This design comes from an exercise in tuning for small area on the open sky130 flow, not from production work.
The RTL was checked by simulation tests, not by an equivalence proof against the original design.
No driver is modelled on the clock port, so clocking that relies on it looks cheaper here than on a real chip.
Power figures rest on the tool's default switching activity, not on a simulated workload.

File: design.v
`timescale 1ns / 1ps
module TIA(A, Din, Dout, CS_n, CS, R_W_n, RDY, MASTERCLK, BUS_EN, idump_in,
           Ilatch, HSYNC, HBLANK, VSYNC, VBLANK, COLOROUT, RES_n, audv0, audv1);
   input [5:0]  A;
   input [7:0]  Din;
   output [7:0] Dout;
   input [2:0]  CS_n;
   input        CS;
   input        R_W_n;
   output       RDY;
   input        MASTERCLK;
   input        BUS_EN;
   input [1:0]  Ilatch;
   input [3:0]  idump_in;
   output       HSYNC, HBLANK;
   output       VSYNC, VBLANK;
   output [7:0] COLOROUT;
   input        RES_n;
   output [3:0] audv0, audv1;
   wire       sel  = CS & ~(|CS_n);
   wire [6:0] op   = {R_W_n, A};
   wire       bsel = RES_n & BUS_EN & sel;       
   wire       E1   = RES_n & BUS_EN;             
   wire       E0   = RES_n & ~BUS_EN;            
   wire       bns  = E1 & ~sel;                  
   wire w_vsync  = bsel & (op == 7'h00);
   wire w_vblank = bsel & (op == 7'h01);
   wire w_nusiz0 = bsel & (op == 7'h04);
   wire w_nusiz1 = bsel & (op == 7'h05);
   wire w_colup0 = bsel & (op == 7'h06);
   wire w_colup1 = bsel & (op == 7'h07);
   wire w_colupf = bsel & (op == 7'h08);
   wire w_colubk = bsel & (op == 7'h09);
   wire w_ctrlpf = bsel & (op == 7'h0A);
   wire w_refp0  = bsel & (op == 7'h0B);
   wire w_refp1  = bsel & (op == 7'h0C);
   wire w_pf0    = bsel & (op == 7'h0D);
   wire w_pf1    = bsel & (op == 7'h0E);
   wire w_pf2    = bsel & (op == 7'h0F);
   wire w_resp0  = bsel & (op == 7'h10);
   wire w_resp1  = bsel & (op == 7'h11);
   wire w_resm0  = bsel & (op == 7'h12);
   wire w_resm1  = bsel & (op == 7'h13);
   wire w_resbl  = bsel & (op == 7'h14);
   wire w_audv0  = bsel & (op == 7'h19);
   wire w_audv1  = bsel & (op == 7'h1A);
   wire w_grp0   = bsel & (op == 7'h1B);
   wire w_grp1   = bsel & (op == 7'h1C);
   wire w_enam0  = bsel & (op == 7'h1D);
   wire w_enam1  = bsel & (op == 7'h1E);
   wire w_enabl  = bsel & (op == 7'h1F);
   wire w_hmp0   = bsel & (op == 7'h20);
   wire w_hmp1   = bsel & (op == 7'h21);
   wire w_hmm0   = bsel & (op == 7'h22);
   wire w_hmm1   = bsel & (op == 7'h23);
   wire w_hmbl   = bsel & (op == 7'h24);
   wire w_vdelp0 = bsel & (op == 7'h25);
   wire w_vdelp1 = bsel & (op == 7'h26);
   wire w_vdelbl = bsel & (op == 7'h27);
   wire w_resmp0 = bsel & (op == 7'h28);
   wire w_resmp1 = bsel & (op == 7'h29);
   wire w_hmove  = bsel & (op == 7'h2A);
   wire w_hmclr  = bsel & (op == 7'h2B);
   wire w_wsync  = bsel & (op == 7'h02);
   wire w_pf     = w_pf0 | w_pf1 | w_pf2;
   wire h_vsync  = RES_n & ~w_vsync;
   wire h_vblank = RES_n & ~w_vblank;
   wire h_nusiz0 = RES_n & ~w_nusiz0;
   wire h_nusiz1 = RES_n & ~w_nusiz1;
   wire h_colup0 = RES_n & ~w_colup0;
   wire h_colup1 = RES_n & ~w_colup1;
   wire h_colupf = RES_n & ~w_colupf;
   wire h_colubk = RES_n & ~w_colubk;
   wire h_ctrlpf = RES_n & ~w_ctrlpf;
   wire h_refp0  = RES_n & ~w_refp0;
   wire h_refp1  = RES_n & ~w_refp1;
   wire h_audv0  = RES_n & ~w_audv0;
   wire h_audv1  = RES_n & ~w_audv1;
   wire h_grp0   = RES_n & ~w_grp0;
   wire h_grp1   = RES_n & ~w_grp1;
   wire h_enam0  = RES_n & ~w_enam0;
   wire h_enam1  = RES_n & ~w_enam1;
   wire h_enabl  = RES_n & ~w_enabl;
   wire h_hmp0   = RES_n & ~w_hmp0 & ~w_hmclr;
   wire h_hmp1   = RES_n & ~w_hmp1 & ~w_hmclr;
   wire h_hmm0   = RES_n & ~w_hmm0 & ~w_hmclr;
   wire h_hmm1   = RES_n & ~w_hmm1 & ~w_hmclr;
   wire h_hmbl   = RES_n & ~w_hmbl & ~w_hmclr;
   wire h_vdelp0 = RES_n & ~w_vdelp0;
   wire h_vdelp1 = RES_n & ~w_vdelp1;
   wire h_vdelbl = RES_n & ~w_vdelbl;
   wire h_resmp0 = RES_n & ~w_resmp0;
   wire h_resmp1 = RES_n & ~w_resmp1;
   wire h_pf     = RES_n & ~w_pf;
   reg [7:0] hc;
   reg [3:0] hCountReset;
   wire      hb = hc[7] & (hc[6] | hc[5]);       
   wire [7:0] hc1 = hc + 8'd1;
   wire [7:0] hc2 = {hc[7:1] + 7'd1, hc[0]};
   wire      hwrap = hCountReset[3] | (hc == 8'd159);
   always @(posedge MASTERCLK) begin
      hc <= (~RES_n | hwrap) ? 8'd188 : hc1;
      hCountReset[3:1] <= {3{RES_n}} & hCountReset[2:0];
   end
   assign HSYNC  = (hc[7:4] == 4'b1101);         
   assign HBLANK = hb;
   wire [7:0] pn = hb ? 8'd227 : hc;
   reg       VSYNC, VBLANK, inputLatchEnabled, inputDumpEnabled;
   reg [4:0] player0Size, player1Size;
   reg [7:0] player0Color, player1Color, pfColor, bgColor;
   reg       pfReflect, pfColorCtrl, prioCtrl;
   reg [1:0] ballSize;
   reg       player0Reflect, player1Reflect;
   reg [3:0] audv0, audv1;
   reg [7:0] player0Graphic, player1Graphic, R_player0Graphic, R_player1Graphic;
   reg       missile0Enable, missile1Enable, ballEnable, R_ballEnable;
   reg [3:0] player0Motion, player1Motion, missile0Motion, missile1Motion, ballMotion;
   reg       player0VertDelay, player1VertDelay, ballVertDelay;
   reg       missile0Lock, missile1Lock;
   wire [7:0] Dr = {Din[0], Din[1], Din[2], Din[3], Din[4], Din[5], Din[6], Din[7]};
   always @(posedge MASTERCLK) begin
      VSYNC            <= (w_vsync  & Din[1]) | (h_vsync  & VSYNC);
      VBLANK           <= (w_vblank & Din[1]) | (h_vblank & VBLANK);
      inputLatchEnabled<= (w_vblank & Din[6]) | (h_vblank & inputLatchEnabled);
      inputDumpEnabled <= (w_vblank & Din[7]) | (h_vblank & inputDumpEnabled);
      player0Size  <= ({5{w_nusiz0}} & {Din[5:4], Din[2:0]}) | ({5{h_nusiz0}} & player0Size);
      player1Size  <= ({5{w_nusiz1}} & {Din[5:4], Din[2:0]}) | ({5{h_nusiz1}} & player1Size);
      player0Color <= ({8{w_colup0}} & Din) | ({8{h_colup0}} & player0Color);
      player1Color <= ({8{w_colup1}} & Din) | ({8{h_colup1}} & player1Color);
      pfColor      <= ({8{w_colupf}} & Din) | ({8{h_colupf}} & pfColor);
      bgColor      <= ({8{w_colubk}} & Din) | ({8{h_colubk}} & bgColor);
      pfReflect    <= (w_ctrlpf & Din[0]) | (h_ctrlpf & pfReflect);
      pfColorCtrl  <= (w_ctrlpf & Din[1]) | (h_ctrlpf & pfColorCtrl);
      prioCtrl     <= (w_ctrlpf & Din[2]) | (h_ctrlpf & prioCtrl);
      ballSize     <= ({2{w_ctrlpf}} & Din[5:4]) | ({2{h_ctrlpf}} & ballSize);
      player0Reflect <= (w_refp0 & Din[3]) | (h_refp0 & player0Reflect);
      player1Reflect <= (w_refp1 & Din[3]) | (h_refp1 & player1Reflect);
      audv0 <= ({4{w_audv0}} & Din[3:0]) | ({4{h_audv0}} & audv0);
      audv1 <= ({4{w_audv1}} & Din[3:0]) | ({4{h_audv1}} & audv1);
      player0Graphic   <= ({8{w_grp0}} & Dr) | ({8{h_grp0}} & player0Graphic);
      player1Graphic   <= ({8{w_grp1}} & Dr) | ({8{h_grp1}} & player1Graphic);
      R_player1Graphic <= ({8{w_grp0}} & player1Graphic) | ({8{h_grp0}} & R_player1Graphic);
      R_player0Graphic <= ({8{w_grp1}} & player0Graphic) | ({8{h_grp1}} & R_player0Graphic);
      R_ballEnable     <= (w_grp1 & ballEnable) | (h_grp1 & R_ballEnable);
      missile0Enable <= (w_enam0 & Din[1]) | (h_enam0 & missile0Enable);
      missile1Enable <= (w_enam1 & Din[1]) | (h_enam1 & missile1Enable);
      ballEnable     <= (w_enabl & Din[1]) | (h_enabl & ballEnable);
      player0Motion  <= ({4{w_hmp0}} & Din[7:4]) | ({4{h_hmp0}} & player0Motion);
      player1Motion  <= ({4{w_hmp1}} & Din[7:4]) | ({4{h_hmp1}} & player1Motion);
      missile0Motion <= ({4{w_hmm0}} & Din[7:4]) | ({4{h_hmm0}} & missile0Motion);
      missile1Motion <= ({4{w_hmm1}} & Din[7:4]) | ({4{h_hmm1}} & missile1Motion);
      ballMotion     <= ({4{w_hmbl}} & Din[7:4]) | ({4{h_hmbl}} & ballMotion);
      player0VertDelay <= (w_vdelp0 & Din[0]) | (h_vdelp0 & player0VertDelay);
      player1VertDelay <= (w_vdelp1 & Din[0]) | (h_vdelp1 & player1VertDelay);
      ballVertDelay    <= (w_vdelbl & Din[0]) | (h_vdelbl & ballVertDelay);
      missile0Lock <= (w_resmp0 & Din[1]) | (h_resmp0 & missile0Lock);
      missile1Lock <= (w_resmp1 & Din[1]) | (h_resmp1 & missile1Lock);
   end
   reg [19:0] pfGraphic;
   reg [7:0]  pfPend;         
   reg [1:0]  pfWhich;        
   wire u_pf0 = E1 & (pfWhich == 2'd1);
   wire u_pf1 = E1 & (pfWhich == 2'd2);
   wire u_pf2 = E1 & (pfWhich == 2'd3);
   wire k_pf0 = RES_n & ~u_pf0;
   wire k_pf1 = RES_n & ~u_pf1;
   wire k_pf2 = RES_n & ~u_pf2;
   wire [7:0] pfPendR = {pfPend[0], pfPend[1], pfPend[2], pfPend[3],
                         pfPend[4], pfPend[5], pfPend[6], pfPend[7]};
   always @(posedge MASTERCLK) begin
      pfPend  <= ({8{w_pf}} & Din) | ({8{h_pf}} & pfPend);
      pfWhich <= ({2{E1}} & {w_pf1 | w_pf2, w_pf0 | w_pf2}) | ({2{E0}} & pfWhich);
      pfGraphic[3:0]   <= ({4{u_pf0}} & pfPend[7:4]) | ({4{k_pf0}} & pfGraphic[3:0]);
      pfGraphic[11:4]  <= ({8{u_pf1}} & pfPendR)     | ({8{k_pf1}} & pfGraphic[11:4]);
      pfGraphic[19:12] <= ({8{u_pf2}} & pfPend)      | ({8{k_pf2}} & pfGraphic[19:12]);
   end
   reg [7:0] player0Pos, player1Pos, missile0Pos, missile1Pos, ballPos;
   reg [7:0] r1_player0Pos, r2_player0Pos, r3_player0Pos, r_player0Pos;
   reg [7:0] r1_player1Pos, r2_player1Pos, r3_player1Pos, r_player1Pos;
   reg [7:0] player0Gfx_2clk;
   wire [7:0] p0m = player0Pos  - {{4{player0Motion[3]}},  player0Motion};
   wire [7:0] p1m = player1Pos  - {{4{player1Motion[3]}},  player1Motion};
   wire [7:0] m0m = missile0Pos - {{4{missile0Motion[3]}}, missile0Motion};
   wire [7:0] m1m = missile1Pos - {{4{missile1Motion[3]}}, missile1Motion};
   wire [7:0] blm = ballPos     - {{4{ballMotion[3]}},     ballMotion};
   wire       blwrap = (blm >= 8'd227);
   wire [7:0] resP  = hb ? 8'd0 : hc2;
   wire [7:0] resM  = hb ? 8'd228 : hc1;
   wire [7:0] resBL = hb ? hc2 : hc;
   wire h_p0 = RES_n & ~w_resp0 & ~w_hmove;
   wire h_p1 = RES_n & ~w_resp1 & ~w_hmove;
   wire h_m0 = RES_n & ~w_resm0 & ~w_hmove;
   wire h_m1 = RES_n & ~w_resm1 & ~w_hmove;
   wire h_bl = RES_n & ~w_resbl & ~w_hmove;
   wire w_hmbl_nw = w_hmove & ~blwrap;
   always @(posedge MASTERCLK) begin
      player0Pos  <= ({8{w_resp0}} & resP)  | ({8{w_hmove}} & p0m) | ({8{h_p0}} & player0Pos);
      player1Pos  <= ({8{w_resp1}} & resP)  | ({8{w_hmove}} & p1m) | ({8{h_p1}} & player1Pos);
      missile0Pos <= ({8{w_resm0}} & resM)  | ({8{w_hmove}} & m0m) | ({8{h_m0}} & missile0Pos);
      missile1Pos <= ({8{w_resm1}} & resM)  | ({8{w_hmove}} & m1m) | ({8{h_m1}} & missile1Pos);
      ballPos     <= ({8{w_resbl}} & resBL) | ({8{w_hmbl_nw}} & blm) | ({8{h_bl}} & ballPos);
      r1_player0Pos <= ({8{E1}} & player0Pos)    | ({8{E0}} & r1_player0Pos);
      r2_player0Pos <= ({8{E1}} & r1_player0Pos) | ({8{E0}} & r2_player0Pos);
      r3_player0Pos <= ({8{E1}} & r2_player0Pos) | ({8{E0}} & r3_player0Pos);
      r_player0Pos  <= ({8{E1}} & r3_player0Pos) | ({8{E0}} & r_player0Pos);
      r1_player1Pos <= ({8{E1}} & player1Pos)    | ({8{E0}} & r1_player1Pos);
      r2_player1Pos <= ({8{E1}} & r1_player1Pos) | ({8{E0}} & r2_player1Pos);
      r3_player1Pos <= ({8{E1}} & r2_player1Pos) | ({8{E0}} & r3_player1Pos);
      r_player1Pos  <= ({8{E1}} & r3_player1Pos) | ({8{E0}} & r_player1Pos);
      player0Gfx_2clk <= ({8{E1}} & player0Graphic) | ({8{E0}} & player0Gfx_2clk);
   end
   reg inputLatchReset, collisionLatchReset, wSyncReset, wSync;
   reg pl0Reset, pl1Reset, HBLANKdelay;
   reg [1:0] latchedInputs;
   reg [1:0] Dout_hi;
   always @(posedge MASTERCLK) begin
      inputLatchReset     <= (w_vblank & Din[6] & ~inputLatchEnabled) | (E0 & inputLatchReset);
      collisionLatchReset <= (bsel & (op == 7'h2C)) | (E0 & collisionLatchReset);
      hCountReset[0]      <= (bsel & (op == 7'h03)) | (E0 & hCountReset[0]);
      wSyncReset          <= (w_wsync & ~wSync) | (E0 & wSyncReset);
      if (~RES_n | (hc == 8'd191))                        
         wSync <= 1'b0;
      else if (wSyncReset & ~(hc >= 8'd188 && hc <= 8'd193))    
         wSync <= 1'b1;
      pl0Reset <= w_resp0 | (pl0Reset & RES_n & ~w_wsync & ~(bns & hb));
      pl1Reset <= w_resp1 | (pl1Reset & RES_n & ~w_wsync & ~(bns & hb));
      HBLANKdelay <= (w_hmove & hb) |
                     (HBLANKdelay & RES_n & ~(bns & ~hb & (hc >= 8'd7)));
      latchedInputs <= {2{~RES_n | inputLatchReset}} | (latchedInputs & Ilatch);
   end
   assign RDY = ~wSync;
   wire [5:0] pp = hc[7:2];                        
   wire       pfLeft = (pp < 6'd20);
   wire [4:0] pq = pfLeft ? pp[4:0] : (pp[4:0] - 5'd20);
   wire [4:0] pi = (~pfLeft & pfReflect) ? (5'd19 - pq) : pq;
   wire [31:0] pfExt = {12'd0, pfGraphic};
   wire       pfPixelOn = ~hb & pfExt[pi];
   wire pl0PixelOn, pl1PixelOn, mis0Out, mis1Out, ballOut;
   wire [7:0] pl0Gfx = player0VertDelay ? R_player0Graphic : player0Gfx_2clk;
   wire [7:0] pl1Gfx = player1VertDelay ? R_player1Graphic : player1Graphic;
   tia_obj #(.PLAYER(1)) objpl0 (.pn(pn), .pos(r_player0Pos), .size(player0Size[2:0]),
      .gfx(pl0Gfx), .refl(player0Reflect), .msz(2'd0), .plReset(pl0Reset), .on(pl0PixelOn));
   tia_obj #(.PLAYER(1)) objpl1 (.pn(pn), .pos(r_player1Pos), .size(player1Size[2:0]),
      .gfx(pl1Gfx), .refl(player1Reflect), .msz(2'd0), .plReset(pl1Reset), .on(pl1PixelOn));
   tia_obj #(.PLAYER(0)) objm0 (.pn(pn), .pos(missile0Lock ? player0Pos : missile0Pos),
      .size(player0Size[2:0]), .gfx(8'd0), .refl(1'b0), .msz(player0Size[4:3]),
      .plReset(1'b0), .on(mis0Out));
   tia_obj #(.PLAYER(0)) objm1 (.pn(pn), .pos(missile1Lock ? player1Pos : missile1Pos),
      .size(player1Size[2:0]), .gfx(8'd0), .refl(1'b0), .msz(player1Size[4:3]),
      .plReset(1'b0), .on(mis1Out));
   tia_obj #(.PLAYER(0)) objbl (.pn(pn), .pos(ballPos), .size(3'd0), .gfx(8'd0),
      .refl(1'b0), .msz(ballSize), .plReset(1'b0), .on(ballOut));
   wire mis0PixelOn = mis0Out & missile0Enable;
   wire mis1PixelOn = mis1Out & missile1Enable;
   wire ballPixelOn = ballOut & (ballVertDelay ? R_ballEnable : ballEnable);
   wire o0 = pl0PixelOn | mis0PixelOn;
   wire o1 = pl1PixelOn | mis1PixelOn;
   wire [7:0] pfActualColor = pfColorCtrl ? (pfLeft ? player0Color : player1Color) : pfColor;
   reg  [7:0] pixelColor;
   always @* begin
      if (!prioCtrl) begin
         if (o0)               pixelColor = player0Color;
         else if (ballPixelOn) pixelColor = pfColor;
         else if (o1)          pixelColor = player1Color;
         else if (pfPixelOn)   pixelColor = pfActualColor;
         else                  pixelColor = bgColor;
      end else begin
         if (pfPixelOn)        pixelColor = pfActualColor;
         else if (ballPixelOn) pixelColor = pfColor;
         else if (o0)          pixelColor = player0Color;
         else if (o1)          pixelColor = player1Color;
         else                  pixelColor = bgColor;
      end
   end
   assign COLOROUT = (hb | HBLANKdelay) ? 8'd0 : pixelColor;
   reg [14:0] collisionLatch;
   wire [14:0] collisions = {pl0PixelOn & pl1PixelOn, mis0PixelOn & mis1PixelOn,
                             ballPixelOn & pfPixelOn,
                             mis1PixelOn & pfPixelOn, mis1PixelOn & ballPixelOn,
                             mis0PixelOn & pfPixelOn, mis0PixelOn & ballPixelOn,
                             pl1PixelOn & pfPixelOn, pl1PixelOn & ballPixelOn,
                             pl0PixelOn & pfPixelOn, pl0PixelOn & ballPixelOn,
                             mis1PixelOn & pl0PixelOn, mis1PixelOn & pl1PixelOn,
                             mis0PixelOn & pl1PixelOn, mis0PixelOn & pl0PixelOn};
   wire cl_keep = RES_n & ~collisionLatchReset;
   always @(posedge MASTERCLK)
      collisionLatch <= {15{cl_keep}} & (collisionLatch | collisions);
   wire [3:0] Idump = inputDumpEnabled ? 4'b0000 : idump_in;
   wire [1:0] latchedInputsValue = inputLatchEnabled ? latchedInputs : Ilatch;
   reg  [1:0] rd;       
   reg        rd_hold;  
   always @* begin
      rd = 2'b00;
      case (op)
        7'h70:  rd = collisionLatch[1:0];
        7'h71:  rd = collisionLatch[3:2];
        7'h72: rd = collisionLatch[5:4];
        7'h73: rd = collisionLatch[7:6];
        7'h74: rd = collisionLatch[9:8];
        7'h75: rd = collisionLatch[11:10];
        7'h76: rd = {collisionLatch[12], 1'b0};
        7'h77: rd = collisionLatch[14:13];
        7'h78:  rd = {Idump[0], 1'b0};
        7'h79:  rd = {Idump[1], 1'b0};
        7'h7A:  rd = {Idump[2], 1'b0};
        7'h7B:  rd = {Idump[3], 1'b0};
        7'h7C:  rd = {latchedInputsValue[0], 1'b0};
        7'h7D:  rd = {latchedInputsValue[1], 1'b0};
        default: rd = 2'b00;
      endcase
      rd_hold = ~op[6] & (op[5:0] <= 6'h2C);
   end
   wire d_keep = E0 | (bsel & rd_hold);
   always @(posedge MASTERCLK)
      Dout_hi <= ({2{bsel}} & rd) | ({2{d_keep}} & Dout_hi);
   assign Dout = {Dout_hi, 6'd0};
endmodule
module tia_obj(pn, pos, size, gfx, refl, msz, plReset, on);
   parameter PLAYER = 1;
   input [7:0] pn, pos, gfx;
   input [2:0] size;
   input       refl;
   input [1:0] msz;
   input       plReset;
   output      on;
   wire [8:0] sum = {1'b0, pn} + {1'b0, ~pos};
   wire       after = sum[8];                    
   wire [7:0] idx = sum[7:0];
   wire [4:0] k = idx[7:3];
   reg [8:0] pat;
   always @* begin
      case (size)
        3'd0: pat = 9'b000000001;
        3'd1: pat = 9'b000000101;
        3'd2: pat = 9'b000010001;
        3'd3: pat = 9'b000010101;
        3'd4: pat = 9'b010000001;
        3'd5: pat = 9'b000000011;
        3'd6: pat = 9'b100010001;
        default: pat = 9'b000001111;
      endcase
      pat[0] = pat[0] & ~plReset;
   end
   wire [15:0] patExt = {7'd0, pat};
   wire copyOn = ~k[4] & patExt[k[3:0]];
   reg [2:0] s;
   always @* begin
      case (size)
        3'd5: s = idx[3:1];
        3'd7: s = idx[4:2];
        default: s = idx[2:0];
      endcase
   end
   wire maskOn;
   generate
      if (PLAYER) begin : g_pl
         assign maskOn = gfx[s ^ {3{refl}}];
      end else begin : g_ms
         assign maskOn = (msz == 2'd3) | ((msz == 2'd2) & ~s[2]) |
                         ((msz == 2'd1) & ~s[2] & ~s[1]) | (s == 3'd0);
      end
   endgenerate
   assign on = after & copyOn & maskOn;
endmodule
File: config.mk
export PLATFORM = sky130hd
export DESIGN_NAME = TIA
export DESIGN_NICKNAME = TIA
export VERILOG_FILES = /design/flow/design.v
export SDC_FILE = /design/flow/constraint.sdc
export NUM_CORES = 4
export LEC_CHECK = 0
export ABC_AREA = 1
export CAP_MARGIN = 20
export CORE_MARGIN = 2
export CORE_UTILIZATION = 40
export PLACE_DENSITY = 0.6
export SLEW_MARGIN = 20
File: run.sh
#!/bin/bash
# synth_recipe.tcl (not shown) runs the flow's synth.tcl, then flattens the netlist and writes it again
# the make line also repeats each setting of config.mk as NAME=value (left out here)
make -C /OpenROAD-flow-scripts/flow DESIGN_CONFIG=/design/flow/config.mk WORK_HOME=/design/flow/orfs CLKGATE_MAP_FILE= SYNTH_SCRIPT=/design/flow/synth_recipe.tcl finish
File: constraint.sdc
create_clock -name core_clock -period 12.0 [get_ports {MASTERCLK}]
set_input_delay 2.4000 -clock core_clock [delete_from_list [all_inputs] [get_ports {MASTERCLK}]]
set_output_delay 2.4000 -clock core_clock [all_outputs]
set_load 0.01 [all_outputs]
==> summary.txt, run 1 <==
Run status
The run finished with no timing, DRC or antenna violations.

Final layout
The layout has 4212 filler cells. The register with the most flip-flops in the layout has 20 of them. The library cell used most frequently in the layout, excluding fill and tap cells, is sky130_fd_sc_hd__nand2_1. The fraction of final layout cells sized beyond drive strength 1 is 0.0583. The largest registers in the layout are pfGraphic x20, collisionLatch x15. The register bank with the most flops is pfGraphic. The post-layout net count is 2534. The top cell types in the final layout, fill and taps aside, are sky130_fd_sc_hd__nand2_1 (560), sky130_fd_sc_hd__inv_1 (367), sky130_fd_sc_hd__dfxtp_1 (302). Relative to the synthesized area, the layout overhead comes to 12.2%. The cell area after layout is 18700 µm².

The number of diodes is 0. The final core utilization is 0.457.

Synthesis
In the synthesized netlist, the number of instances is 2401. The main flop type after synthesis is sky130_fd_sc_hd__dfxtp_1. Of the total synthesized cell area, the portion taken by full adders, half adders and majority gates is 0.0631. The portion of synthesized area spent on multiplexers is 0.00135. The compound-gate portion of the synthesized area is 0.178. In this run, synthesis inferred 0 flip-flops with an integrated enable. The parity-gate share of the synthesized area counting xor and xnor cells is 0.0251.

The post-synthesis sequential element count is 302. The share of synthesized flip-flops with an asynchronous set or reset is 0. By area, the combinational part of the netlist is dominated by simple AND/OR/NAND/NOR gates.

The total standard cell area after synthesis is 16700 µm². Of the total synthesized cell area, the portion taken by AND, OR, NAND and NOR gates is 0.262. The total of warnings raised by yosys is 3.

The part of the Yosys area used for sequential elements is 0.363. The unique cell type count in the Yosys netlist is 63. In this run the mean area of a mapped cell was 6.94 µm².

Hold path
The startpoint identified for the worst hold timing path is hCountReset[1]. The worst hold-check path type is reg2reg.

Die
The count of standard-cell rows is 74. The placeable core area is 40900 µm². The initial standard-cell utilization of the core is 0.407. The area enclosed by the die boundary is 43300 µm².

Pin placement for this block handled 57 I/O pins. The chip height is 208 µm. The overall die width is 208 µm.

CTS
The tree is rooted in a sky130_fd_sc_hd__clkbuf_16. The clock reaches the later pin of the worst-skew pair after 0.54 ns. The total number of clock tree sinks is 302. Counting along the longest clock path gives a buffer depth of 3. The CTS buffer count is 35. The number of hold buffers added after CTS was 0. The deepest level of the CTS H-tree is 2. Clock-pin slew was measured on the worst setup and hold paths at 0.06 ns. After clock tree synthesis, the setup repair step added 0 buffers. Gates resized during post-CTS repair numbered 0.

The TritonCTS clock tree is yes.

STA
Setup violations remaining at the end of the flow were counted as 0. The post-route clock period utilization is 0.720. Setup repair after global routing left no endpoint under its margin. The max-slew violation total from the final report was 0. Measured against its own limit, the worst slew margin works out to 0.295. After layout, the minimum clock period comes to 8.64 ns. The worst-case clock skew is 0.0280 ns. The hold slack is 0.425 ns.

The final sum of negative setup slack is 0 ns. The transition at the pin with the smallest max-transition slack is 1.06 ns. The hold violation total from the final report is 0. The maximum clock rate is 116 MHz.

Placed design
Once placement finished, the instance area stood at 17600 µm². The global placement routability congestion is 0.947. In this run the tool buffered the top-level ports with 50 buffer cells. The post-detailed-placement half-perimeter wirelength is 39.7 mm.

Routing
Using the TritonRoute via totals, the vias-per-cell ratio works out to 5.38. The final layout contains routed wiring with a total length of 54.1 mm. The routed length per placed instance is 18.1 µm. The first-iteration detailed-routing DRC count is 1228.

The first detailed-routing pass took 5 iterations. For this run, design rule violations remaining after detail routing come to 0. Once detail routing completed, the nets flagged for antenna violations numbered 0. Across all layers, the routed design uses 16100 vias.

Critical path
The worst register-to-register path begins at hc[7]. The type of the worst setup path is reg2out. The largest incremental delay on the critical path is 0.76 ns.

The nature of the critical path startpoint is a flip-flop. Among cell families on the critical path, the largest total delay comes from simple AND/OR/NAND/NOR gates. Of all nets on the critical path, the largest fanout is 21. By instance count, the cell type seen most on the critical path is sky130_fd_sc_hd__nand2_1.

The critical path required time is 9.60 ns. The kind of end point of the critical path is an output pin. Among all stages on the critical path, the largest delay is contributed by sky130_fd_sc_hd__dfxtp_1.

The critical path contains buffers and inverters numbering 5 combined. Tracing the worst setup path back leads to its startpoint at hc[7]. The data arrival time of the critical path is 6.24 ns.

GRT
The global-route total usage across every layer is 0.245. The number of global-route vias before repair is 15100. The number of antenna violations at the first check in global routing is 0.

The global-route wire length before repair is 84.3 mm. The largest net degree at the start of global routing is 73. Summed over all layers, the global routing overflow is 0.

Power and ir drop
VDD sags by at most 0.0993 mV. The sum of internal, switching and leakage power is 2.38 mW. Summed over all cells, the static leakage comes to 7.59 nW.

Power spread over the standard cell area amounts to 127 nW/µm².

Run
The max-capacitance violation count is 0.
[worst min-delay path: stages (launching register included)]
cell	delay, ns
sky130_fd_sc_hd__dfxtp_1	0.30
sky130_fd_sc_hd__nand2_1	0.04
sky130_fd_sc_hd__inv_1	0.05
[final timing paths]
kind / slack, ns / endpoint / cells past startpoint
worst max-delay path: 3.36 / COLOROUT[0] / 33
worst min register to register: 0.42 / hCountReset[2] / 2
worst max register to register: 7.11 / collisionLatch[4] / 15
worst min-delay path: 0.42 / hCountReset[2] / 2
[routing by layer]
metal	vias to the layer above	routed length (µm)	GRT usage
li1	7970	-	-
met1	7492	24500	0.328
met2	520	25100	0.410
met3	80	3170	0.0294
met4	0	1380	0.0765
met5	-	0	0
[cell type report]
cell class	instances	area (µm²)	area share
repair buffers	59	563	0.0301
clock buffers	47	1000	0.0536
inverters	381	1430	0.0765
multi-input cells	1646	8850	0.474
clock inverters	17	133	0.00710
well taps	532	666	0.0356
flip-flops and latches	302	6050	0.323
[report_power, final]
| group | switching (mW) | total, mW | internal [mW] |
|---|---|---|---|
| Sequential | 0.00555 | 1.01 | 1.01 |
| Combinational | 0.215 | 0.311 | 0.0957 |
| Clock | 0.445 | 1.06 | 0.612 |
[logic make-up after synthesis]
kind of cell / Yosys count
AO/OA/AOI/OAI: 498
XOR/XNOR: 46
adder cells (fa/ha/maj): 81
buffers and inverters: 458
flip-flops: 302
multiplexers: 2
other: 1
AND/OR/NAND/NOR: 1013
[cells in the mapped netlist (all sizes together), types with 8 or more instances]
cell / instances / share of area
o21ai: 199 / 0.060
a21oi: 76 / 0.024
xnor2: 18 / 0.0099
a22oi: 13 / 0.0059
dfxtp: 302 / 0.36
nand4: 19 / 0.0079
nand2: 586 / 0.14
clkbuf: 51 / 0.011
buf: 26 / 0.0099
o22ai: 131 / 0.049
o221ai: 29 / 0.015
o211ai: 14 / 0.0066
nand3: 200 / 0.063
ha: 76 / 0.057
o21bai: 8 / 0.0036
xor2: 28 / 0.015
inv: 380 / 0.086
nor3: 18 / 0.0057
nor2: 178 / 0.044
[per-stage QoR]
| stage | setup WS, ns | cells |
|---|---|---|
| 4_1_cts | 3.37 | 2984 |
| 3_3_place_gp | 4.08 | 2920 |
| 3_5_place_dp | 3.99 | 2920 |
| 5_1_grt | 2.82 | 2984 |
| 2_1_floorplan | 5.76 | 2406 |
| 6_report | 3.36 | 2984 |
==> inputs of run 2 (changes only) <==
--- a/design.v
+++ b/design.v
@@ -92,11 +92,36 @@
    wire h_resmp0 = RES_n & ~w_resmp0;
    wire h_resmp1 = RES_n & ~w_resmp1;
    wire h_pf     = RES_n & ~w_pf;
+   function automatic [6:0] inc7(input [6:0] x);
+      integer i;
+      reg c;
+      begin
+         c = 1'b1;
+         for (i = 0; i < 7; i = i + 1) begin
+            inc7[i] = x[i] ^ c;
+            c = c & x[i];
+         end
+      end
+   endfunction
+   function automatic [7:0] hsub(input [7:0] p, input [3:0] m);
+      integer i;
+      reg c;
+      reg [7:0] b;
+      begin
+         b = ~{{4{m[3]}}, m};
+         c = 1'b1;
+         for (i = 0; i < 8; i = i + 1) begin
+            hsub[i] = p[i] ^ b[i] ^ c;
+            c = (p[i] & b[i]) | (c & (p[i] ^ b[i]));
+         end
+      end
+   endfunction
    reg [7:0] hc;
    reg [3:0] hCountReset;
    wire      hb = hc[7] & (hc[6] | hc[5]);       
-   wire [7:0] hc1 = hc + 8'd1;
-   wire [7:0] hc2 = {hc[7:1] + 7'd1, hc[0]};
+   wire [6:0] hcu = inc7(hc[7:1]);
+   wire [7:0] hc2 = {hcu, hc[0]};
+   wire [7:0] hc1 = hc[0] ? {hcu, 1'b0} : {hc[7:1], 1'b1};
    wire      hwrap = hCountReset[3] | (hc == 8'd159);
    always @(posedge MASTERCLK) begin
       hc <= (~RES_n | hwrap) ? 8'd188 : hc1;
@@ -178,12 +203,13 @@
    reg [7:0] r1_player0Pos, r2_player0Pos, r3_player0Pos, r_player0Pos;
    reg [7:0] r1_player1Pos, r2_player1Pos, r3_player1Pos, r_player1Pos;
    reg [7:0] player0Gfx_2clk;
-   wire [7:0] p0m = player0Pos  - {{4{player0Motion[3]}},  player0Motion};
-   wire [7:0] p1m = player1Pos  - {{4{player1Motion[3]}},  player1Motion};
-   wire [7:0] m0m = missile0Pos - {{4{missile0Motion[3]}}, missile0Motion};
-   wire [7:0] m1m = missile1Pos - {{4{missile1Motion[3]}}, missile1Motion};
-   wire [7:0] blm = ballPos     - {{4{ballMotion[3]}},     ballMotion};
-   wire       blwrap = (blm >= 8'd227);
+   wire [7:0] p0m = hsub(player0Pos,  player0Motion);
+   wire [7:0] p1m = hsub(player1Pos,  player1Motion);
+   wire [7:0] m0m = hsub(missile0Pos, missile0Motion);
+   wire [7:0] m1m = hsub(missile1Pos, missile1Motion);
+   wire [7:0] blm = hsub(ballPos,     ballMotion);
+   wire       blwrap = blm[7] & blm[6] & blm[5] &
+                       (blm[4] | blm[3] | blm[2] | (blm[1] & blm[0]));    
    wire [7:0] resP  = hb ? 8'd0 : hc2;
    wire [7:0] resM  = hb ? 8'd228 : hc1;
    wire [7:0] resBL = hb ? hc2 : hc;
@@ -220,19 +246,25 @@
       wSyncReset          <= (w_wsync & ~wSync) | (E0 & wSyncReset);
       if (~RES_n | (hc == 8'd191))                        
          wSync <= 1'b0;
-      else if (wSyncReset & ~(hc >= 8'd188 && hc <= 8'd193))    
+      else if (wSyncReset & ~((hc[7:2] == 6'b101111) | (hc[7:1] == 7'b1100000)))    
          wSync <= 1'b1;
       pl0Reset <= w_resp0 | (pl0Reset & RES_n & ~w_wsync & ~(bns & hb));
       pl1Reset <= w_resp1 | (pl1Reset & RES_n & ~w_wsync & ~(bns & hb));
       HBLANKdelay <= (w_hmove & hb) |
-                     (HBLANKdelay & RES_n & ~(bns & ~hb & (hc >= 8'd7)));
+                     (HBLANKdelay & RES_n & ~(bns & ~hb & ((hc[7:3] != 5'd0) | (hc[2:0] == 3'd7))));
       latchedInputs <= {2{~RES_n | inputLatchReset}} | (latchedInputs & Ilatch);
    end
    assign RDY = ~wSync;
    wire [5:0] pp = hc[7:2];                        
-   wire       pfLeft = (pp < 6'd20);
-   wire [4:0] pq = pfLeft ? pp[4:0] : (pp[4:0] - 5'd20);
-   wire [4:0] pi = (~pfLeft & pfReflect) ? (5'd19 - pq) : pq;
+   wire       pfLeft = ~pp[5] & (~pp[4] | (~pp[3] & ~pp[2]));
+   reg  [4:0] pi;
+   integer j;
+   always @* begin
+      pi = 5'd0;
+      for (j = 0; j < 40; j = j + 1)
+         if (pp == j)
+            pi = (j < 20) ? j : (pfReflect ? (39 - j) : (j - 20));
+   end
    wire [31:0] pfExt = {12'd0, pfGraphic};
    wire       pfPixelOn = ~hb & pfExt[pi];
    wire pl0PixelOn, pl1PixelOn, mis0Out, mis1Out, ballOut;
@@ -255,24 +287,17 @@
    wire ballPixelOn = ballOut & (ballVertDelay ? R_ballEnable : ballEnable);
    wire o0 = pl0PixelOn | mis0PixelOn;
    wire o1 = pl1PixelOn | mis1PixelOn;
-   wire [7:0] pfActualColor = pfColorCtrl ? (pfLeft ? player0Color : player1Color) : pfColor;
-   reg  [7:0] pixelColor;
-   always @* begin
-      if (!prioCtrl) begin
-         if (o0)               pixelColor = player0Color;
-         else if (ballPixelOn) pixelColor = pfColor;
-         else if (o1)          pixelColor = player1Color;
-         else if (pfPixelOn)   pixelColor = pfActualColor;
-         else                  pixelColor = bgColor;
-      end else begin
-         if (pfPixelOn)        pixelColor = pfActualColor;
-         else if (ballPixelOn) pixelColor = pfColor;
-         else if (o0)          pixelColor = player0Color;
-         else if (o1)          pixelColor = player1Color;
-         else                  pixelColor = bgColor;
-      end
-   end
-   assign COLOROUT = (hb | HBLANKdelay) ? 8'd0 : pixelColor;
+   wire vis   = ~(hb | HBLANKdelay);
+   wire pfsel = prioCtrl ? pfPixelOn : (~o0 & ~ballPixelOn & ~o1 & pfPixelOn);
+   wire blsel = prioCtrl ? (~pfPixelOn & ballPixelOn) : (~o0 & ballPixelOn);
+   wire o0sel = prioCtrl ? (~pfPixelOn & ~ballPixelOn & o0) : o0;
+   wire o1sel = ~o0 & ~ballPixelOn & o1 & ~(prioCtrl & pfPixelOn);
+   wire s_c0  = vis & (o0sel | (pfsel & pfColorCtrl & pfLeft));
+   wire s_c1  = vis & (o1sel | (pfsel & pfColorCtrl & ~pfLeft));
+   wire s_pf  = vis & (blsel | (pfsel & ~pfColorCtrl));
+   wire s_bk  = vis & ~(o0 | o1 | pfPixelOn | ballPixelOn);
+   assign COLOROUT = ({8{s_c0}} & player0Color) | ({8{s_c1}} & player1Color) |
+                     ({8{s_pf}} & pfColor) | ({8{s_bk}} & bgColor);
    reg [14:0] collisionLatch;
    wire [14:0] collisions = {pl0PixelOn & pl1PixelOn, mis0PixelOn & mis1PixelOn,
                              ballPixelOn & pfPixelOn,
@@ -287,32 +312,27 @@
       collisionLatch <= {15{cl_keep}} & (collisionLatch | collisions);
    wire [3:0] Idump = inputDumpEnabled ? 4'b0000 : idump_in;
    wire [1:0] latchedInputsValue = inputLatchEnabled ? latchedInputs : Ilatch;
-   reg  [1:0] rd;       
-   reg        rd_hold;  
-   always @* begin
-      rd = 2'b00;
-      case (op)
-        7'h70:  rd = collisionLatch[1:0];
-        7'h71:  rd = collisionLatch[3:2];
-        7'h72: rd = collisionLatch[5:4];
-        7'h73: rd = collisionLatch[7:6];
-        7'h74: rd = collisionLatch[9:8];
-        7'h75: rd = collisionLatch[11:10];
-        7'h76: rd = {collisionLatch[12], 1'b0};
-        7'h77: rd = collisionLatch[14:13];
-        7'h78:  rd = {Idump[0], 1'b0};
-        7'h79:  rd = {Idump[1], 1'b0};
-        7'h7A:  rd = {Idump[2], 1'b0};
-        7'h7B:  rd = {Idump[3], 1'b0};
-        7'h7C:  rd = {latchedInputsValue[0], 1'b0};
-        7'h7D:  rd = {latchedInputsValue[1], 1'b0};
-        default: rd = 2'b00;
-      endcase
-      rd_hold = ~op[6] & (op[5:0] <= 6'h2C);
-   end
+   wire rdx = bsel & op[6] & op[5] & op[4];      
+   wire [15:0] ra;
+   genvar ga;
+   generate for (ga = 0; ga < 16; ga = ga + 1) begin : g_ra
+      assign ra[ga] = (op[3:0] == ga);
+   end endgenerate
+   wire [1:0] rd = {(ra[0] & collisionLatch[1]) | (ra[1] & collisionLatch[3]) |
+                    (ra[2] & collisionLatch[5]) | (ra[3] & collisionLatch[7]) |
+                    (ra[4] & collisionLatch[9]) | (ra[5] & collisionLatch[11]) |
+                    (ra[6] & collisionLatch[12]) | (ra[7] & collisionLatch[14]) |
+                    (ra[8] & Idump[0]) | (ra[9] & Idump[1]) | (ra[10] & Idump[2]) |
+                    (ra[11] & Idump[3]) | (ra[12] & latchedInputsValue[0]) |
+                    (ra[13] & latchedInputsValue[1]),
+                    (ra[0] & collisionLatch[0]) | (ra[1] & collisionLatch[2]) |
+                    (ra[2] & collisionLatch[4]) | (ra[3] & collisionLatch[6]) |
+                    (ra[4] & collisionLatch[8]) | (ra[5] & collisionLatch[10]) |
+                    (ra[7] & collisionLatch[13])};
+   wire rd_hold = ~op[6] & (~op[5] | ~op[4] & (~(op[3] & op[2]) | (op[1:0] == 2'b00)));
    wire d_keep = E0 | (bsel & rd_hold);
    always @(posedge MASTERCLK)
-      Dout_hi <= ({2{bsel}} & rd) | ({2{d_keep}} & Dout_hi);
+      Dout_hi <= ({2{rdx}} & rd) | ({2{d_keep}} & Dout_hi);
    assign Dout = {Dout_hi, 6'd0};
 endmodule
 module tia_obj(pn, pos, size, gfx, refl, msz, plReset, on);
@@ -323,9 +343,16 @@
    input [1:0] msz;
    input       plReset;
    output      on;
-   wire [8:0] sum = {1'b0, pn} + {1'b0, ~pos};
-   wire       after = sum[8];                    
-   wire [7:0] idx = sum[7:0];
+   reg [7:0] idx;
+   reg       after;
+   integer i;
+   always @* begin
+      after = 1'b0;
+      for (i = 0; i < 8; i = i + 1) begin
+         idx[i] = pn[i] ^ ~pos[i] ^ after;
+         after  = (pn[i] & ~pos[i]) | (after & (pn[i] ^ ~pos[i]));
+      end
+   end
    wire [4:0] k = idx[7:3];
    reg [8:0] pat;
    always @* begin
==> flow/run.sh (new file) <==
#!/bin/bash
# Own layout flow:
#  1. the standard synthesis;
#  2. an area-oriented re-mapping of the combinational logic only: every flip-flop
#     instance of the standard synthesis is kept as it is (name and cell type), as
#     are the adder cells and tie cells;
set -euo pipefail
W=$(pwd)
PLAT=${FLOW_PLATFORM:-sky130hd}
R=$W/orfs/results/$PLAT/TIA/base
LIB=$FLOW_HOME/platforms/$PLAT/lib/sky130_fd_sc_hd__tt_025C_1v80.lib
YOSYS=$FLOW_HOME/../tools/install/yosys/bin/yosys
[[ -x $YOSYS ]] || YOSYS=yosys
OPENROAD=$FLOW_HOME/../tools/install/OpenROAD/bin/openroad
[[ -x $OPENROAD ]] || OPENROAD=openroad

# 1. standard synthesis
bash standard.sh synth > $W/log_1_standard_synth.txt 2>&1
cp $R/1_2_yosys.v $W/synth_standard.v

# 2. re-map combinational logic
{
  echo "read_liberty -ignore_miss_func -ignore_miss_dir $LIB"
  echo "read_verilog $W/synth_standard.v"
  echo "hierarchy -top $FLOW_TOP"
  for c in $(grep -oE "sky130_fd_sc_hd__[a-z0-9_]+" $W/synth_standard.v | sort -u | grep -E "df|dl|edf|sdf|conb|__fa_|__ha_"); do
    echo "blackbox $c"
  done
  echo "flatten"
  echo "opt_clean -purge"
  echo "opt -purge"
  echo "abc -script $W/flow/area.abc -liberty $LIB -dont_use sky130_fd_sc_hd__probe_p_8 -dont_use sky130_fd_sc_hd__probec_p_8 -dont_use sky130_fd_sc_hd__lpflow_* -dont_use sky130_fd_sc_hd__o22ai_* -dont_use sky130_fd_sc_hd__o21ai_*"
  echo "opt_clean -purge"
  echo "hilomap -singleton -hicell sky130_fd_sc_hd__conb_1 HI -locell sky130_fd_sc_hd__conb_1 LO"
  echo "opt_clean -purge"
  echo "stat -liberty $LIB"
  echo "write_verilog -noattr -nohex -nodec $W/synth_remap.v"
} > $W/remap.ys
$YOSYS -s $W/remap.ys > $W/log_2_remap.txt 2>&1
cp $W/synth_remap.v $R/1_2_yosys.v
rm -f $R/1_synth.odb $R/1_synth.sdc

# 3. standard floorplan and placement; ports get the smallest buffer
export BUFFER_PORTS_ARGS="-buffer_cell sky130_fd_sc_hd__buf_1"
bash standard.sh place > $W/log_3_standard_place.txt 2>&1

# 4. pick the clock tree: largest sink clusters whose clock pin slew (placement
#    parasitics) stays under 110 ps
CTS_BASE="-sink_clustering_enable -repair_clock_nets -dont_use_dummy_load -buf_list sky130_fd_sc_hd__clkbuf_8 -root_buf sky130_fd_sc_hd__clkbuf_8"
PICK=""
for cfg in "16 100" "16 60" "14 60" "12 50" "10 40"; do
  set -- $cfg
  ARGS="$CTS_BASE -sink_clustering_size $1 -sink_clustering_max_diameter $2"
  S=$(CTSA="$ARGS" P=$R LIB=$LIB $OPENROAD -no_init -exit $W/flow/cts_try.tcl 2>&1 | tee -a $W/log_4_cts_try.txt | sed -n 's/^CTS_SLEW //p')
  echo "cfg $cfg slew $S" >> $W/log_4_cts_try.txt
  if [[ -n "$S" ]] && python3 -c "import sys; sys.exit(0 if float('$S') <= 0.110 else 1)"; then
    PICK="$ARGS"; break
  fi
done
[[ -n "$PICK" ]] || PICK="-sink_clustering_enable -repair_clock_nets -dont_use_dummy_load"
echo "picked: $PICK" >> $W/log_4_cts_try.txt
export CTS_ARGS="$PICK"

# 5. standard CTS, routing and finish
bash standard.sh finish > $W/log_5_standard_finish.txt 2>&1
==> flow/area.abc (new file) <==
strash
dc2
dch -f
amap -m
==> flow/cts_try.tcl (new file) <==
# Trial clock tree on the placed design (not saved): prints the worst flip-flop clock pin slew.
set P $::env(P)
read_db $P/3_place.odb
read_liberty $::env(LIB)
read_sdc $P/3_place.sdc
source $::env(FLOW_HOME)/platforms/$::env(FLOW_PLATFORM)/setRC.tcl
clock_tree_synthesis {*}$::env(CTSA)
set_propagated_clock [all_clocks]
estimate_parasitics -placement
set worst 0
foreach p [get_pins -hierarchical */CLK] {
  foreach k {slew_max_rise slew_max_fall} {
    set s [get_property $p $k]
    if {$s > $worst} { set worst $s }
  }
}
puts "CTS_SLEW $worst"
==> standard.sh (new file) <==
#!/bin/bash
# synth_recipe.tcl (not shown) runs the flow's synth.tcl, then flattens the netlist and writes it again
# the make line also repeats each setting of config.mk as NAME=value (left out here)
make -C /OpenROAD-flow-scripts/flow DESIGN_CONFIG=/design/flow/config.mk WORK_HOME=/design/flow/orfs CLKGATE_MAP_FILE= SYNTH_SCRIPT=/design/flow/synth_recipe.tcl "${@:-finish}"
--- a/config.mk
+++ b/config.mk
@@ -9,5 +9,6 @@
 export CAP_MARGIN = 20
 export CORE_MARGIN = 2
 export CORE_UTILIZATION = 40
+export GPL_TIMING_DRIVEN = 0
 export PLACE_DENSITY = 0.6
 export SLEW_MARGIN = 20
removed: run.sh
==> summary.txt, run 2 <==
STA
On the final layout, the worst clock skew is 0.0675 ns. The max-slew headroom at the worst pin is 0.208. The shortest period the worst path allows is 11.50 ns. Setup total negative slack on the finished layout was measured at 0 ns. Setup repair after global routing left no endpoint under its margin. The max-slew violation total from the final report came to 0. The hold slack is 0.432 ns. The hold violation total from the final report is 0. Setup violations remaining at the end of the flow were counted as 0.

Derived from the worst setup path, the maximum achievable clock frequency is 87.0 MHz. Dividing the final minimum period by the clock period gives 0.958. The transition at the pin with the smallest max-transition slack is 1.18 ns.

CTS
The clock reaches the later pin of the worst-skew pair after 0.61 ns. The TritonCTS clock tree is yes. The CTS buffer count is 26. The clock transition at the registers of the reported paths is 0.10 ns. The post-cts hold buffer count is 0.

The total number of clock tree sinks is 302.

Final layout
The flip-flop count of the largest register after layout is 20. The final core utilization is 0.444. From synthesis to final layout, the design area changed by 9.93%. Counting the fill cells in the layout gives 3335. The most common library cell in the layout ignoring fill and taps is sky130_fd_sc_hd__dfxtp_1.

More flip-flops sit in one register than any other, and that register is pfGraphic. The largest registers in the layout are pfGraphic x20, collisionLatch x15. The post-layout net count is 1549. In the layout the commonest cells are sky130_fd_sc_hd__dfxtp_1 (302), sky130_fd_sc_hd__a22o_1 (213), sky130_fd_sc_hd__clkinv_1 (178).

Of the cells placed in the final design, the portion with a size suffix greater than 1 is 0.0418. 0 antenna diodes ended up in the layout.

Power and ir drop
The share of total power dissipated in combinational logic is 0.085. The share of total power dissipated in the clock network is 0.313. Summed over all cells, the static leakage comes to 5.16 nW. The share of total power dissipated in sequential elements is 0.602.

The sum of internal, switching and leakage power is 1.67 mW. The internal power summed over all cells is 1.23 mW. Of the total power, the share spent switching nets is 0.264. The power per cell area is 113 nW/µm². Across the VDD grid, the largest voltage drop is 0.0672 mV. The switching power of the nets is 0.442 mW.

Placed design
The global placement routability congestion is 0.893. Detailed placement ended at an HPWL of 28.6 mm. The count of buffers added on input and output ports is 50.

Synthesis
Yosys printed 3 warnings. Averaged over all synthesized cells, the footprint is 9.99 µm². The cell count after synthesis came out at 1348. After synthesis the cells add up to 13500 µm².

Run status
The run finished with no timing, DRC or antenna violations.

Die
The overall die width is 188 µm. The boundary pin count is 57. The placeable core area is 33400 µm².

The area enclosed by the die boundary is 35200 µm². The chip height is 188 µm. The count of standard-cell rows is 67.

For this configuration, the core starts out at a cell density of 0.404.

Critical path
The largest incremental delay on the critical path is 0.79 ns. The worst reg-to-reg setup slack is 5.12 ns. The number of buffers and inverters on the critical path is 8. The critical path required time is 9.60 ns. By startpoint and endpoint, the worst setup path is classified as reg2out. The family of cells with the greatest summed delay on the critical path is simple AND/OR/NAND/NOR gates. The largest fanout of any net on the critical path is 14. The kind of end point of the critical path is an output pin.

Among all stages on the critical path, the largest delay is contributed by sky130_fd_sc_hd__dfxtp_1. STA puts the critical path data arrival time at 9.10 ns. The nature of the critical path startpoint is a flip-flop.

GRT
The global-route wire length before repair is 63.0 mm. The met1 routing resource usage after global routing is 0.329. For met2 alone, demand over resource in global routing was 0.356. The number of global-route vias before repair was 10500. The fraction of met3 tracks used by global routing is 0.0296. Entering global routing, the biggest net connects 45 pins. The global-route total usage across every layer is 0.229. The highest-utilization routing layer at the global route stage is met2. The number of antenna violations at the first check in global routing was 0. After global routing the overflow that remains totals 0.

Routing
The count of unresolved DRC violations after routing is 0. In the final routed layout, each cell accounts on average for 21.6 µm. The first detailed-routing pass ran for 6 iterations.

The routed design has 40.7 mm of wire. The first-iteration detailed-routing DRC count is 1016. The average via count per standard cell is 5.92.

The remaining number of nets flagged by the antenna check after routing is 0. Summing over every cut layer, the via total after detailed routing is 11200.

Hold path
The worst hold path belongs to the class reg2reg.

Run
The max-capacitance violation count is 0.
run 2: power groups by stage:
stage	Clock, mW	Combinational, mW	Sequential [mW]
after floorplan	0	0.0761	1.03
after global placement	0	0.130	1.03
after detailed placement	0	0.137	1.03
after CTS	0.534	0.138	1.01
after global routing	0.570	0.152	1.01
final	0.524	0.142	1.01
run 2: final cells by class:
class | count | area (µm²) | share of cell area
timing repair buffer | 56 | 295 | 0.0199
multi-input combinational | 871 | 6860 | 0.463
clock buffer | 26 | 358 | 0.0242
tap | 448 | 561 | 0.0379
inverter | 181 | 686 | 0.0463
sequential | 302 | 6050 | 0.408
run 2: stage by stage:
step | setup slack [ns] | instances | instance area, µm²
after floorplan | 2.25 | 1353 | 13500
after global placement | -1.08 | 1851 | 14200
after detailed placement | 0.531 | 1857 | 14400
after CTS | 0.103 | 1884 | 14800
after global routing | 0.131 | 1884 | 14800
final | 0.501 | 1884 | 14800
run 2: worst paths after layout:
kind | startpoint | to | depth (start not counted)
worst min register to register | hCountReset[0] | hCountReset[1] | 2
worst max-delay path | hc[7] | COLOROUT[3] | 28
worst max register to register | hc[7] | collisionLatch[8] | 19
worst min-delay path | hCountReset[0] | hCountReset[1] | 2
run 2: what timing repair did:
action | 4_1_cts | 5_1_grt
setup endpoints to repair | 8 | 8
gates resized for setup | 0 | 3
gates cloned | 1 | 0
buffers inserted | 0 | 0
pin swaps | 1 | 0
run 2: worst reg2reg max path: cells and delay by family (launching register included):
kind | cells | cell delay [ns]
fa+ha+maj | 8 | 2.85
flops | 1 | 0.79
simple gates | 3 | 0.97
compound gates | 2 | 0.40
buf+inv | 6 | 1.82
run 2: metal layers:
| layer | share of wire | routed length (µm) |
|---|---|---|
| met1 | 0.47 | 19000 |
| met2 | 0.44 | 18000 |
| met3 | 0.057 | 2310 |
| met4 | 0.033 | 1360 |
| met5 | 0 | 0 |
==> inputs of run 3 (changes only) <==
--- a/flow/run.sh
+++ b/flow/run.sh
@@ -23,7 +23,7 @@
   echo "read_liberty -ignore_miss_func -ignore_miss_dir $LIB"
   echo "read_verilog $W/synth_standard.v"
   echo "hierarchy -top $FLOW_TOP"
-  for c in $(grep -oE "sky130_fd_sc_hd__[a-z0-9_]+" $W/synth_standard.v | sort -u | grep -E "df|dl|edf|sdf|conb|__fa_|__ha_"); do
+  for c in $(grep -oE "sky130_fd_sc_hd__[a-z0-9_]+" $W/synth_standard.v | sort -u | grep -E "df|dl|edf|sdf|conb|__fa_"); do
     echo "blackbox $c"
   done
   echo "flatten"
==> flow/area.abc (replaced) <==
strash
dc2
dc2
dch -f
amap -m -F 3 -A 10 -C 1000
==> summary.txt, run 3 <==
STA
Setup repair after global routing left no endpoint under its margin. The max-slew headroom at the worst pin is 0.307. Derived from the worst setup path, the maximum achievable clock frequency is 90.1 MHz. The max-slew violation total from the final report is 0. The worst path setup slack after routing is 0.896 ns. The hold violation total from the final report is 0.

Across the routed clock network, the largest skew measured is 0.0420 ns. On the final layout, the worst hold slack is 0.431 ns. Dividing the final minimum period by the clock period gives 0.925. The count of endpoints failing setup in the final report is 0. For the finished layout, the period the worst path requires is 11.10 ns. At the pin with the least slew margin, the transition time is 1.03 ns.

Power and ir drop
The static power due to leakage is 5.10 nW. The sequential share of power is 0.609. The share of total power dissipated in combinational logic is 0.067. The internal power summed over all cells is 1.24 mW. The portion of total power attributed to the clock network is 0.324. For this design the total switching power over the nets is 0.415 mW. VDD sags by at most 0.0664 mV. The switching fraction of total power is 0.251. The power per cell area is 113 nW/µm². The sum of internal, switching and leakage power is 1.65 mW.

GRT
Summed over all layers, the global routing overflow is 0. Entering global routing, the biggest net connects 51 pins. The first global-routing pass estimated 59.3 mm of wire. The number of global-route vias before repair is 10300. The number of antenna violations at the first check in global routing is 0.

For this run, the total global-route usage over all layers was measured as 0.221.

Critical path
The type of the worst setup path is reg2out. The largest incremental delay on the critical path is 0.91 ns. The worst setup path is launched from a flip-flop. The critical path contains buffers and inverters numbering 4 combined. At the worst endpoint, the arrival time is 8.70 ns. The most used cell along the critical path is sky130_fd_sc_hd__fa_1.

The kind of end point of the critical path is an output pin. Among cell families on the critical path, the largest total delay comes from compound AO/OA/AOI/OAI gates. The slowest stage of the critical path belongs to the cell sky130_fd_sc_hd__dfxtp_1. The critical path required time is 9.60 ns. Traced cell by cell, the critical path runs through clkinv_1 -> a21oi_4 -> nor2_1 -> fa_1 -> fa_1 -> fa_1 -> clkinv_1 -> fa_1 -> clkinv_1 -> fa_1 -> nor2b_1 -> a222oi_1 -> a21oi_1 -> or4b_1 -> a311oi_2 -> nor2_1 -> nand3_1 -> nand2_1 -> nand2_1 -> o32ai_2 -> a222oi_1 -> a21oi_1 -> buf_1. The largest fanout of any net on the critical path is 27.

Synthesis
Synthesis produced 1337 cells. For this run, the number of Yosys warnings is 3. The mapped netlist covers 13300 µm². The synthesized area per cell is 9.94 µm².

Die
From bottom edge to top edge, the die measures 186 µm. The boundary pin count is 57. The die covers 34700 µm². For this configuration, the core starts out at a cell density of 0.407.

In this run the standard cell core region covers 32600 µm². The die is 186 µm wide. Row generation in the floorplan step produced 66 rows.

Routing
The detailed router finished its first iteration with 1058 violations. The routed length per placed instance is 20.4 µm. The average via count per standard cell is 5.82. For this run, design rule violations remaining after detail routing come to 0.

The detailed router used layers up to and including met4. For this block, the via count after detailed routing is 10900. After detailed routing, the met2 layer carries 17.0 mm of wire. The met1 layer wirelength in the final routing is 17.7 mm. The number of detailed-routing iterations run before antenna repair is 9. The remaining number of nets flagged by the antenna check after routing is 0. The routed design has 38.1 mm of wire. After detailed routing, the met3 layer carries 2.35 mm of wire.

Run
Max-cap violations in this run came to 0.

Final layout
The repair_antennas step left the layout with diodes totalling 0. The register with the most flip-flops in the layout has 20 of them. The library cells used most frequently in the layout, excluding fill and tap cells, are sky130_fd_sc_hd__dfxtp_1 (302), sky130_fd_sc_hd__a22o_1 (216), sky130_fd_sc_hd__clkinv_1 (176). Relative to the synthesized area, the layout overhead comes to 10.4%. In the final layout, the share of cells above drive strength 1 is 0.0421. The largest registers in the layout are pfGraphic x20, collisionLatch x15.

The final core utilization is 0.450. The most common library cell in the layout ignoring fill and taps is sky130_fd_sc_hd__dfxtp_1. After the last flow step, the layout net total stands at 1521. The register bank with the most flops is pfGraphic.

Placed design
The worst setup timing slack at the placement stage is 1.18 ns. The post-detailed-placement half-perimeter wirelength is 27.2 mm. In this run the tool buffered the top-level ports with 50 buffer cells. Routability-driven placement finished with a final weighted congestion of 0.899.

Hold path
The path class of the tightest hold or removal check is reg2reg.

CTS
Clock-pin slew was measured on the worst setup and hold paths at 0.09 ns. The clock latency on the worst-skew pair is 0.60 ns. TritonCTS built the clock tree. The total number of clock tree sinks is 302.

The CTS buffer count is 28.

Run status
The run finished with no timing, DRC or antenna violations.
## run 3: final cells by class
type	count	area (µm²)
Inverter	178	671
Clock buffer	28	385
Multi-Input combinational cell	862	6700
Fill cell	3154	18000
Tap cell	442	553
Timing Repair Buffer	56	309
Sequential cell	302	6050
## run 3: final timing paths
check | start | endpoint | slack [ns] | depth (start not counted)
worst max-delay path | hc[7] | COLOROUT[2] | 0.90 | 23
worst min-delay path | r2_player0Pos[5] | r3_player0Pos[5] | 0.43 | 1
worst max register to register | hc[7] | collisionLatch[3] | 5.07 | 17
worst min register to register | r2_player0Pos[5] | r3_player0Pos[5] | 0.43 | 1
## run 3: per-layer routing
layer	track usage	vias up
met5	0	-
met1	0.320	5290
met3	0.0271	66
met2	0.347	348
met4	0.0668	0
li1	-	5173
## run 3: timing repair
item | 4_1_cts | 5_1_grt
resized for setup | 0 | 1
buffers inserted | 0 | 0
hold buffers | 0 | 0
setup endpoints to repair | 0 | 1
## run 3: through the flow
| stage | cells | setup TNS (ns) | area, µm² |
|---|---|---|---|
| after detailed placement | 1840 | 0 | 14200 |
| after global routing | 1868 | 0 | 14700 |
| after floorplan | 1342 | 0 | 13300 |
| after global placement | 1834 | -3.73 | 14000 |
| after CTS | 1868 | 0 | 14600 |
| final | 1868 | 0 | 14700 |
## run 3: worst register-to-register path, stage by stage, from the launching register on
cell,delay [ns]
sky130_fd_sc_hd__dfxtp_1,0.91
sky130_fd_sc_hd__clkinv_1,0.65
sky130_fd_sc_hd__a21oi_4,0.76
sky130_fd_sc_hd__nor2_1,0.40
sky130_fd_sc_hd__fa_1,0.50
sky130_fd_sc_hd__fa_1,0.43
sky130_fd_sc_hd__fa_1,0.40
sky130_fd_sc_hd__clkinv_1,0.07
sky130_fd_sc_hd__fa_1,0.18
sky130_fd_sc_hd__clkinv_1,0.09
sky130_fd_sc_hd__fa_1,0.56
sky130_fd_sc_hd__nor2b_1,0.06
sky130_fd_sc_hd__a222oi_1,0.34
sky130_fd_sc_hd__a21oi_1,0.11
sky130_fd_sc_hd__or4b_1,0.53
sky130_fd_sc_hd__a311oi_2,0.60
sky130_fd_sc_hd__a21oi_1,0.16
sky130_fd_sc_hd__nor2_1,0.11
## run 3: power groups by stage
| stage | combinational [mW] | clock, mW | sequential (mW) |
|---|---|---|---|
| finish | 0.111 | 0.535 | 1.01 |
| global placement | 0.103 | 0 | 1.03 |
| global route | 0.120 | 0.589 | 1.01 |
| detailed placement | 0.109 | 0 | 1.03 |
| floorplan | 0.0603 | 0 | 1.03 |
| CTS | 0.110 | 0.552 | 1.01 |

afterwards: timing with drivers on the ports:
Ports are ideal in the flow. The routed layouts listed here were re-timed in OpenROAD. Step 1 assumes that a clkbuf_16 drives the clock port and a buf_2 every other input. Step 2 moves the port delays by t, midway between the first and last clock arrival at a register: inputs arrive t later, outputs are due t later. That takes back most of the time a late clock gives input paths. Slacks: ideal / step 1 / step 2; pairs: ideal / step 1.
| run | t, ns | setup WS [ns] | worst setup path after step 2 | slew at the worst register clock pin (ns) | cell pins on the clock port's net |
|---|---|---|---|---|---|
| run 1 | 0.587 | 3.362 / 3.306 / 3.893 | register to output | 0.06 / 0.06 | 1 |
| run 2 | 0.617 | 0.501 / 0.456 / 1.073 | register to output | 0.11 / 0.11 | 1 |
| run 3 | 0.627 | 0.896 / 0.849 / 1.475 | register to output | 0.10 / 0.10 | 1 |
After both steps setup and hold are still met in every run listed.
